From an optimization exercise on the open Yosys and OpenROAD flow, aimed at small area; shortcuts taken in it are not production practice.
In this exercise RTL edits were held to simulation tests only and were not proved equivalent to the original.
No driver is modelled on the clock port, so clocking that relies on it looks cheaper here than on a real chip.
Power figures rest on the tool's default switching activity, not on a simulated workload.

$ cat config.mk
export PLATFORM = sky130hd
export DESIGN_NAME = uart_burn_spi_flash
export DESIGN_NICKNAME = uart_burn_spi_flash
export VERILOG_FILES = /design/flow/design.v
export SDC_FILE = /design/flow/constraint.sdc
export NUM_CORES = 4
export LEC_CHECK = 0
export CAP_MARGIN = 20
export CORE_MARGIN = 2
export CORE_UTILIZATION = 40
export PLACE_DENSITY = 0.6
export SLEW_MARGIN = 20
export BUFFER_PORTS_ARGS = -buffer_cell sky130_fd_sc_hd__buf_1
export CTS_ARGS = -clk_nets clk -dont_use_dummy_load
export PRE_CTS_TCL = /design/flow/flow/ctree.tcl
$ cat constraint.sdc
create_clock -name core_clock -period 5.0 [get_ports {clk}]
set_input_delay 1.0000 -clock core_clock [delete_from_list [all_inputs] [get_ports {clk}]]
set_output_delay 1.0000 -clock core_clock [all_outputs]
set_load 0.01 [all_outputs]
$ cat design.v
module uart_burn_spi_flash (
input clk,rxd,rst ,
output txd,
input spi_miso,
output spi_mosi,spi_sck,
input [31:0]in32,
output reg [31:0] out32
);
localparam HDR = 3'b000, RST = 3'b001;
localparam C20 = 3'b010, C30 = 3'b011, C40 = 3'b101, C50 = 3'b110, C60 = 3'b111;
reg s1, s2;                                    
always @(posedge clk) begin s1 <= rxd; s2 <= s1; end
reg [2:0]  mode;
reg [1:0]  k;
reg [1:0]  g;                                  
reg [3:0]  q;                                  
reg [3:0]  n;                                  
reg [7:0]  srx;                                
localparam [7:0] SRP = 8'b11111111;            
wire [7:0] sr = srx ^ SRP;                     
reg        txd_r;
reg [15:0] cnt;                                
reg        bw;                                 
wire m20 = (mode == C20), m30 = (mode == C30), m40 = (mode == C40);
wire m50 = (mode == C50), m60 = (mode == C60), mhdr = (mode == HDR), mrst = (mode == RST);
wire txm  = m30 | (m40 & k[0]) | (m60 & k[1]);
wire rxm  = ~txm & ~mrst;
wire run  = (n != 4'd6);                       
wire g3   = g[1] & ~g[0];
wire wrap = g3 & q[3];
wire ev   = run & wrap;
wire dbit = ev & n[3];
wire done = ev & (n[3:1] == 3'd0) & (n[0] == txm);
wire cnt0 = (cnt == 16'd0);
wire spi_act = run & ((~txm & (n == 4'd0) & ((m40 & ~k[0]) | (m50 & k[1]) | (m60 & k[0])))
                    | (m60 & (k == 2'd2) & (n == 4'd1)));
wire win  = spi_act & ~q[3];                   
wire dwin = ~q[3] & (q[2] ^ q[1]);
wire hmatch = (k == 2'd0) ? (sr == 8'h55) : (k == 2'd1) ? (sr == 8'haa) : (sr == 8'h5a);
wire cmdok  = (sr == 8'd20) | (sr == 8'd30) | (sr == 8'd40) | (sr == 8'd50) | (sr == 8'd60);
always @(posedge clk)
	if (!run) begin
		g <= 2'b10; q <= 4'd4;
	end else begin
		g <= {g[0], ~g[1]};
		if (g3) q <= q[3] ? 4'd0 : q + 4'd1;
	end
always @(posedge clk)
	if (rst) n <= 4'd6;
	else if (!run) n <= {3'b011, (rxm & ~s2) | txm};
	else if (done) n <= 4'd6;
	else if (wrap) n <= n + 4'd1;
always @(posedge clk)
	if (dbit) srx <= {s2, sr[7:1]} ^ SRP;
	else if (win & g[1] & g[0]) srx <= {sr[6:0], spi_miso} ^ SRP;
	else if (ev & m30 & (n == 4'd7))
		case (k)
		2'd0: srx <= in32[31:24] ^ SRP;
		2'd1: srx <= in32[23:16] ^ SRP;
		2'd2: srx <= in32[15:8] ^ SRP;
		default: srx <= in32[7:0] ^ SRP;
		endcase
always @(posedge clk)
	if (!run) txd_r <= 1'b1;
	else if (ev & txm) txd_r <= n[3] ? sr[0] : ~n[2];
always @(posedge clk)
	if (dbit & (m50 | m60) & ~k[1]) cnt <= {s2, cnt[15:1]};
	else if (win) cnt <= {cnt[0] ^ (bw & dwin), cnt[15:1]};
always @(posedge clk) bw <= ~dwin | (bw & ~cnt[0]);
wire fill = rst | mrst;
always @(posedge clk)
	if (fill | (done & m20)) out32 <= {out32[23:0], sr | {8{fill}}};
wire to_hdr = mrst ? (k == 2'd2)
            : mhdr ? ((k == 2'd3) ? ~cmdok : ~hmatch)
            : m50  ? (k[1] & cnt0)
            : m60  ? (k == 2'd3)
            : m40  ? k[0]
            : (k == 2'd3);
always @(posedge clk)
	if (rst) begin
		mode <= RST; k <= 2'd0;
	end else if (mrst | done) begin
		if (to_hdr) begin
			mode <= HDR; k <= 2'd0;
		end else if (mhdr & (k == 2'd3)) begin
			mode <= sr[5:3]; k <= 2'd0;
		end else if (m60 & (k[1] ^ k[0]))
			k <= {1'b1, cnt0};
		else if (~(m50 & k[1]))
			k <= k + 2'd1;
	end
assign txd = txd_r;
assign spi_sck = g[0] & win;
assign spi_mosi = sr[7] | m60;
endmodule
$ cat flow/run.sh
#!/bin/bash
# Layout flow: the standard synthesis, then the combinational logic
# between the registers is re-mapped by ABC with area-oriented scripts
# (the registers, their names and cell types are kept as they are), then the
# standard ORFS layout (standard.sh) with the extra ORFS variables of
# flow/extra.mk: sky130_fd_sc_hd__buf_1 port buffers and a clock tree
# built by flow/ctree.tcl.
set -euo pipefail
cat flow/extra.mk >> config.mk
echo "export PRE_CTS_TCL = $PWD/flow/ctree.tcl" >> config.mk
bash standard.sh synth > synth.log 2>&1
R=orfs/results/$FLOW_PLATFORM/uart_burn_spi_flash/base
LIB=$FLOW_HOME/platforms/$FLOW_PLATFORM/lib/sky130_fd_sc_hd__tt_025C_1v80.lib
YOSYS=$(command -v yosys || echo $FLOW_HOME/../tools/install/yosys/bin/yosys)
cp $R/1_2_yosys.v std_synth.v
python3 flow/mkmap.py $LIB > cellmap.v
DU=""
for c in probe_p_8 probec_p_8 lpflow_bleeder_1 lpflow_clkbufkapwr_1 lpflow_clkbufkapwr_16 \
  lpflow_clkbufkapwr_2 lpflow_clkbufkapwr_4 lpflow_clkbufkapwr_8 lpflow_clkinvkapwr_1 \
  lpflow_clkinvkapwr_16 lpflow_clkinvkapwr_2 lpflow_clkinvkapwr_4 lpflow_clkinvkapwr_8 \
  lpflow_decapkapwr_12 lpflow_decapkapwr_3 lpflow_decapkapwr_4 lpflow_decapkapwr_6 \
  lpflow_decapkapwr_8 lpflow_inputiso0n_1 lpflow_inputiso0p_1 lpflow_inputiso1n_1 \
  lpflow_inputiso1p_1 lpflow_inputisolatch_1 lpflow_isobufsrc_1 lpflow_isobufsrc_16 \
  lpflow_isobufsrc_2 lpflow_isobufsrc_4 lpflow_isobufsrc_8 lpflow_isobufsrckapwr_16 \
  lpflow_lsbuf_lh_hl_isowell_tap_1 lpflow_lsbuf_lh_hl_isowell_tap_2 \
  lpflow_lsbuf_lh_hl_isowell_tap_4 lpflow_lsbuf_lh_isowell_4 lpflow_lsbuf_lh_isowell_tap_1 \
  lpflow_lsbuf_lh_isowell_tap_2 lpflow_lsbuf_lh_isowell_tap_4; do
  DU="$DU -dont_use sky130_fd_sc_hd__$c"
done
# two ABC scripts; the smallest result is used
best=""; besta=""
for scr in resyn resyn3; do
cat > $scr.ys <<EOF
read_liberty -lib $LIB
read_verilog std_synth.v
hierarchy -top $FLOW_TOP
techmap -map cellmap.v
techmap
opt -purge
abc -script flow/$scr.abc -liberty $LIB $DU
opt_clean -purge
hilomap -singleton -hicell sky130_fd_sc_hd__conb_1 HI -locell sky130_fd_sc_hd__conb_1 LO
splitnets
opt_clean -purge
check -assert -mapped
stat -liberty $LIB
write_verilog -noattr -nohex -nodec $scr.v
EOF
  if $YOSYS -l $scr.log -s $scr.ys > /dev/null 2>&1; then
    a=$(grep "Chip area" $scr.log | tail -1 | awk '{print $NF}')
    echo "$scr: $a" >> resyn_choice.log
    if [ -z "$besta" ] || python3 -c "import sys; sys.exit(0 if $a < $besta else 1)"; then best=$scr; besta=$a; fi
  fi
done
echo "using $best" >> resyn_choice.log
if [ -n "$best" ]; then cp $best.v $R/1_2_yosys.v; fi
bash standard.sh > standard.log 2>&1
$ cat flow/ctree.tcl
# Clock tree built by hand before CTS (run as PRE_CTS_TCL): the register clock
# pins are split into NLEAF groups of at most CAP pins by a capacity-limited
# k-means on their placement; each group gets one leaf buffer at its
# centroid, sized to the smallest of LEAF_CELLS whose register clock pins see
# a slew under SLEW_LIMIT with placement parasitics; one root buffer drives
# the leaves.  clock_tree_synthesis (CTS_ARGS -clk_nets clk) then finds the
# clock already buffered and adds nothing.
set ::ctree_NLEAF 5
set ::ctree_CAP 17
set ::ctree_LEAF_CELLS {sky130_fd_sc_hd__clkbuf_4 sky130_fd_sc_hd__clkbuf_8 sky130_fd_sc_hd__clkbuf_16}
set ::ctree_ROOT_CELL sky130_fd_sc_hd__clkbuf_4
set ::ctree_SLEW_LIMIT 0.115

proc clock_sinks {} {
  set sinks {}
  foreach pin [get_pins -of_objects [get_nets clk]] {
    if {[get_property $pin direction] != "input"} continue
    set bb [[[sta::sta_to_db_pin $pin] getInst] getBBox]
    lappend sinks [list $pin [expr {([$bb xMin]+[$bb xMax])/2.0}] [expr {([$bb yMin]+[$bb yMax])/2.0}]]
  }
  return $sinks
}

proc cluster {sinks nleaf cap} {
  set n [llength $sinks]
  set srt [lsort -real -index 1 $sinks]
  set cents {}
  for {set i 0} {$i < $nleaf} {incr i} {
    set s [lindex $srt [expr {int(($i+0.5)*$n/$nleaf)}]]
    lappend cents [list [lindex $s 1] [lindex $s 2]]
  }
  for {set iter 0} {$iter < 40} {incr iter} {
    set pairs {}
    for {set j 0} {$j < $n} {incr j} {
      set s [lindex $sinks $j]
      for {set i 0} {$i < $nleaf} {incr i} {
        set c [lindex $cents $i]
        lappend pairs [list $j $i [expr {abs([lindex $s 1]-[lindex $c 0]) + abs([lindex $s 2]-[lindex $c 1])}]]
      }
    }
    set assign [lrepeat $n -1]
    set fill [lrepeat $nleaf 0]
    foreach p [lsort -real -index 2 $pairs] {
      lassign $p j i d
      if {[lindex $assign $j] >= 0 || [lindex $fill $i] >= $cap} continue
      lset assign $j $i
      lset fill $i [expr {[lindex $fill $i] + 1}]
    }
    set groups [lrepeat $nleaf {}]
    for {set j 0} {$j < $n} {incr j} {
      set i [lindex $assign $j]
      lset groups $i [concat [lindex $groups $i] [list [lindex $sinks $j]]]
    }
    set cents {}
    foreach g $groups {
      set sx 0; set sy 0
      foreach s $g { set sx [expr {$sx+[lindex $s 1]}]; set sy [expr {$sy+[lindex $s 2]}] }
      set k [llength $g]; if {$k == 0} { set k 1 }
      lappend cents [list [expr {$sx/$k}] [expr {$sy/$k}]]
    }
  }
  return [list $groups $cents]
}

proc worst_sink_slew {inst} {
  set worst 0
  set net [get_nets -of_objects [get_pins -of_objects $inst -filter "direction == output"]]
  foreach p [get_pins -of_objects $net] {
    if {[get_property $p direction] != "input"} continue
    set s [get_property $p slew_max]
    if {$s > $worst} { set worst $s }
  }
  return $worst
}

proc build_clock_tree {} {
  set dbu [[ord::get_db_block] getDbUnitsPerMicron]
  lassign [cluster [clock_sinks] $::ctree_NLEAF $::ctree_CAP] groups cents
  set rx 0; set ry 0; set i 0
  foreach g $groups c $cents {
    set pins {}
    foreach s $g { lappend pins [lindex $s 0] }
    insert_buffer -buffer_cell [lindex $::ctree_LEAF_CELLS end] -net clk -load_pins $pins \
      -buffer_name clkleaf_$i -net_name clknet_leaf_$i \
      -location [list [expr {[lindex $c 0]/$dbu}] [expr {[lindex $c 1]/$dbu}]]
    puts "clock leaf $i: [llength $g] sinks"
    set rx [expr {$rx+[lindex $c 0]}]; set ry [expr {$ry+[lindex $c 1]}]
    incr i
  }
  insert_buffer -buffer_cell $::ctree_ROOT_CELL -net clk -buffer_name clkroot -net_name clknet_root \
    -location [list [expr {$rx/$::ctree_NLEAF/$dbu}] [expr {$ry/$::ctree_NLEAF/$dbu}]]
  set_propagated_clock [all_clocks]
  foreach inst [get_cells clkleaf_*] {
    foreach cell $::ctree_LEAF_CELLS {
      replace_cell $inst $cell
      estimate_parasitics -placement
      set w [worst_sink_slew $inst]
      if {$w <= $::ctree_SLEW_LIMIT} break
    }
    puts "clock leaf [get_full_name $inst]: $cell, worst register clock slew $w"
  }
  unset_propagated_clock [all_clocks]
}

build_clock_tree
$ cat flow/extra.mk
export BUFFER_PORTS_ARGS = -buffer_cell sky130_fd_sc_hd__buf_1
export CTS_ARGS = -clk_nets clk -dont_use_dummy_load
$ cat flow/mkmap.py
# Writes a Yosys techmap file that turns every combinational cell of a
# liberty file into plain logic (its output pins' "function" attributes).
import re, sys
t = open(sys.argv[1]).read()
out = []
for m in re.finditer(r'\n\s*cell\s*\(\s*"?(\w+)"?\s*\)\s*\{', t):
    name = m.group(1); start = m.end(); d = 1; i = start
    while d > 0:
        c = t[i]
        if c == '{': d += 1
        elif c == '}': d -= 1
        i += 1
    body = t[start:i]
    if re.search(r'\b(ff|latch|statetable)\s*\(', body): continue
    pins = []
    for pm in re.finditer(r'\bpin\s*\(\s*"?(\w+)"?\s*\)\s*\{', body):
        pn = pm.group(1); s = pm.end(); d = 1; j = s
        while d > 0:
            c = body[j]
            if c == '{': d += 1
            elif c == '}': d -= 1
            j += 1
        pb = body[s:j]
        dr = re.search(r'direction\s*:\s*"?(\w+)"?', pb)
        fn = re.search(r'\bfunction\s*:\s*"([^"]*)"', pb)
        pins.append((pn, dr.group(1) if dr else None, fn.group(1) if fn else None))
    outs = [p for p in pins if p[1] == 'output']
    ins = [p for p in pins if p[1] == 'input']
    if not outs or not ins or any(p[2] is None for p in outs): continue
    s = "module %s(%s);\n" % (name, ', '.join([p[0] for p in ins] + [p[0] for p in outs]))
    for p in ins: s += "  input %s;\n" % p[0]
    for p in outs:
        f = p[2].replace('!', '~').replace('+', '|').replace('*', '&')
        f = re.sub(r'(\w)\s+(?=[\w(~])', r'\1 & ', f)
        s += "  output %s;\n  assign %s = %s;\n" % (p[0], p[0], f)
    out.append(s + "endmodule\n")
out.append("module sky130_fd_sc_hd__conb_1(HI, LO);\n  output HI; output LO;\n"
           "  assign HI = 1'b1; assign LO = 1'b0;\nendmodule\n")
sys.stdout.write(''.join(out))
$ cat flow/resyn.abc
strash
&get -n
&deepsyn -I 20 -J 10
&put
dch -f
map -a
topo
mfs2
strash
dch -f
map -a
topo
mfs2
strash
dch -f
map -a
$ cat flow/resyn3.abc
strash
dch -f
map -a
topo
mfs2
strash
dch -f
map -a
topo
mfs2
strash
dch -f
map -a
$ cat standard.sh
#!/bin/bash
# synth_recipe.tcl (not shown) runs the flow's synth.tcl, then flattens the netlist and writes it again
# the make line also repeats each setting of config.mk as NAME=value (left out here)
make -C /OpenROAD-flow-scripts/flow DESIGN_CONFIG=/design/flow/config.mk WORK_HOME=/design/flow/orfs CLKGATE_MAP_FILE= SYNTH_SCRIPT=/design/flow/synth_recipe.tcl "${@:-finish}"
==> notes.md <==
* Status: complete, no violations
* Critical path type: reg2out
* Worst Setup Start Kind: flip-flop
* Largest net degree at the start of global routing at 33
* Fmax at 267 MHz
* Final Hold Vio Count at 0
* Worst path slowest cell: a2111oi_0
* Clock latency (worst-skew pair) at 0.40 ns
* Total grt overflow at 0
* Number of nets with antenna violations after routing at 0
* RSZ-0062 raised after global routing: false
* Final period util at 75.0%
* Global-route wire length before repair at 10400 µm
* Nets at 393
* Max rail drop VDD at 0.147 mV
* Pre-Repair DR Iteration Count at 4
* Hold buffer count at CTS at 0
* Leak at 1.05 nW
* Max-slew headroom at 45.6%
* Drt initial violations at 103
* Mean Syn Cell Area at 11.0 µm²
* Max-slew violations at 0
* Post-Syn Nets at 313
* Core box area at 0.00733 mm²
* Cell count after placement at 448
* Fill count at 690
* Fraction of layout cells with a size suffix above 1 at 3.38%
* Worst path top cell family by delay: simple AND/OR/NAND/NOR gates
* Power per cell area at 370 mW/mm²
* Least-Margin Pin Slew at 0.807 ns
* Max Cap Viol at 0
* Tightest Hold Check Type: reg2reg
* GRT Total Usage at 14.9%
* Finish-stage setup viols at 0
* Antenna diodes at 0
* Die Wd at 91.4 µm
* Io pins at 71
* Post-CTS setup buffer count at 0
* Vias/cell at 5.24
* Final TNS setup at 0 ns
* WL/cell at 14.2 µm
* Starting Density at 41.7%
* CP Cell Sequence: clkinv_1, nor2_1, clkinv_1, nor2_1, o21ai_0, a2111oi_0, and2_2, buf_1
* Initial antenna violation count at 0
* Post-Syn Area at 0.00306 mm²
* Min cycle time layout at 3.75 ns
* CP Capture Type: output pin
* Critical Path AT at 2.75 ns
* Std cell rows at 31
* Synth warn at 1
* Buf/Inv on CP at 3
* Largest stage delay, worst path at 0.49 ns
* Via count at 2379
* Detailed Place HPWL at 4960 µm
* Die area at 0.00836 mm²
* Residual DRC count at 0
* GPL Wtd Cong at 0.871
* Clk_skew at 0.0149 ns
* R2r setup slk at 1.63 ns
* CP Data Required Time at 4.00 ns
* Finished Layout Cells at 454
* Clk slew on worst S/H paths at 0.08 ns
* Total Wirelength at 6470 µm
* Vias in the first global route at 2163
* Area growth, synth to finish at 16.3%
* Commonest non-fill, non-tap cell in the layout: buf_1
* Synth Instances at 277
* Most frequent cells in the layout: 70 x buf_1, 56 x edfxtp_1, 38 x clkinv_1, 38 x nand2_1, 35 x nor2_1
* Die Height at 91.4 µm
* Crit Path Max Fanout at 7
* Resize count post-CTS at 0
* Port Buffer Count at 70
-- flip-flops by register name, summed over array words and instances (netlist names) --
signal and cells:
out32 32, cnt 16, srx 8, n 4
q 4, mode 3, g 2, k 2
bw 1, s1 1, s2 1, txd_r 1
-- layout make-up, without the clock buffers --
type	instances	area [µm²]	share of cell area, %
tap	99	124	3.49
sequential	75	2060	58.0
inverter	38	143	4.01
multi-input combinational	164	871	24.5
timing repair buffer	72	278	7.82
-- through the flow --
step | setup slack [ns] | hold slack (ns) | instance area [µm²] | util [%] | total power [W]
2_1_floorplan | 1.03 | 0.310 | 3060 | - | 0.000964
3_3_place_gp | 1.86 | 0.311 | 3480 | 47.4 | 0.00106
3_5_place_dp | 1.73 | 0.316 | 3480 | 47.4 | 0.00106
4_1_cts | 1.70 | 0.316 | 3550 | 48.5 | 0.00126
5_1_grt | 0.965 | 0.340 | 3550 | 48.5 | 0.00139
6_report | 1.25 | 0.332 | 3550 | 48.5 | 0.00131
-- path summary, 6_finish.rpt --
kind / start / end / cells past startpoint
worst min-delay path: s1 / s2 / 0
worst min register to register: s1 / s2 / 0
worst max-delay path: k[1] / spi_sck / 8
worst max register to register: k[1] / srx[2] / 12
-- metal layers --
| layer | share of wire [%] | track usage [%] |
|---|---|---|
| met2 | 45 | 24.3 |
| met1 | 45 | 20.4 |
| met5 | 0 | 0 |
| met3 | 7.0 | 2.57 |
| met4 | 2.8 | 4.04 |
-- power by group --
group	switching, W	total (W)	internal [W]
Sequential	0.0000279	0.000759	0.000731
Combinational	0.000182	0.000281	0.0000987
Clock	0.000174	0.000274	0.0000993
Total	0.000385	0.00131	0.000929
-- worst register-to-register path, stage by stage (launching register included) --
cell	delay [ns]
dfxtp_1	0.41
clkinv_1	0.15
nor2_1	0.30
clkinv_1	0.28
nor2_1	0.23
o21ai_0	0.09
a2111oi_0	0.49
and2_2	0.27
nand2_1	0.15
nand2_1	0.24
clkinv_1	0.17
o41ai_1	0.09
buf_4	0.23

-- re-timing with driven ports --
No port has a modelled driver above. Below, the same layout with a new extraction and two added sets of constraints. Step 1 assumes that a clkbuf_16 drives the clock port and a buf_2 every other input. Step 2 times the ports against the registers' clock, not the clock port: input delays grow and output delays shrink by t, the midpoint of the rising clock arrivals with the driver on. a / b / c = ideal / step 1 / step 2; a / b = the first two.
t (ns): 0.420
setup slack, ns: 1.250 / 1.220 / 1.632
worst setup path at the end: register to register
worst register clock-pin slew, ns: 0.10 / 0.10
worst data-port slew with drivers (ns): 0.03
After both steps setup and hold are still met in this run. The setup slack of this run moves by -0.030 ns with the drivers and by +0.382 ns with both steps.
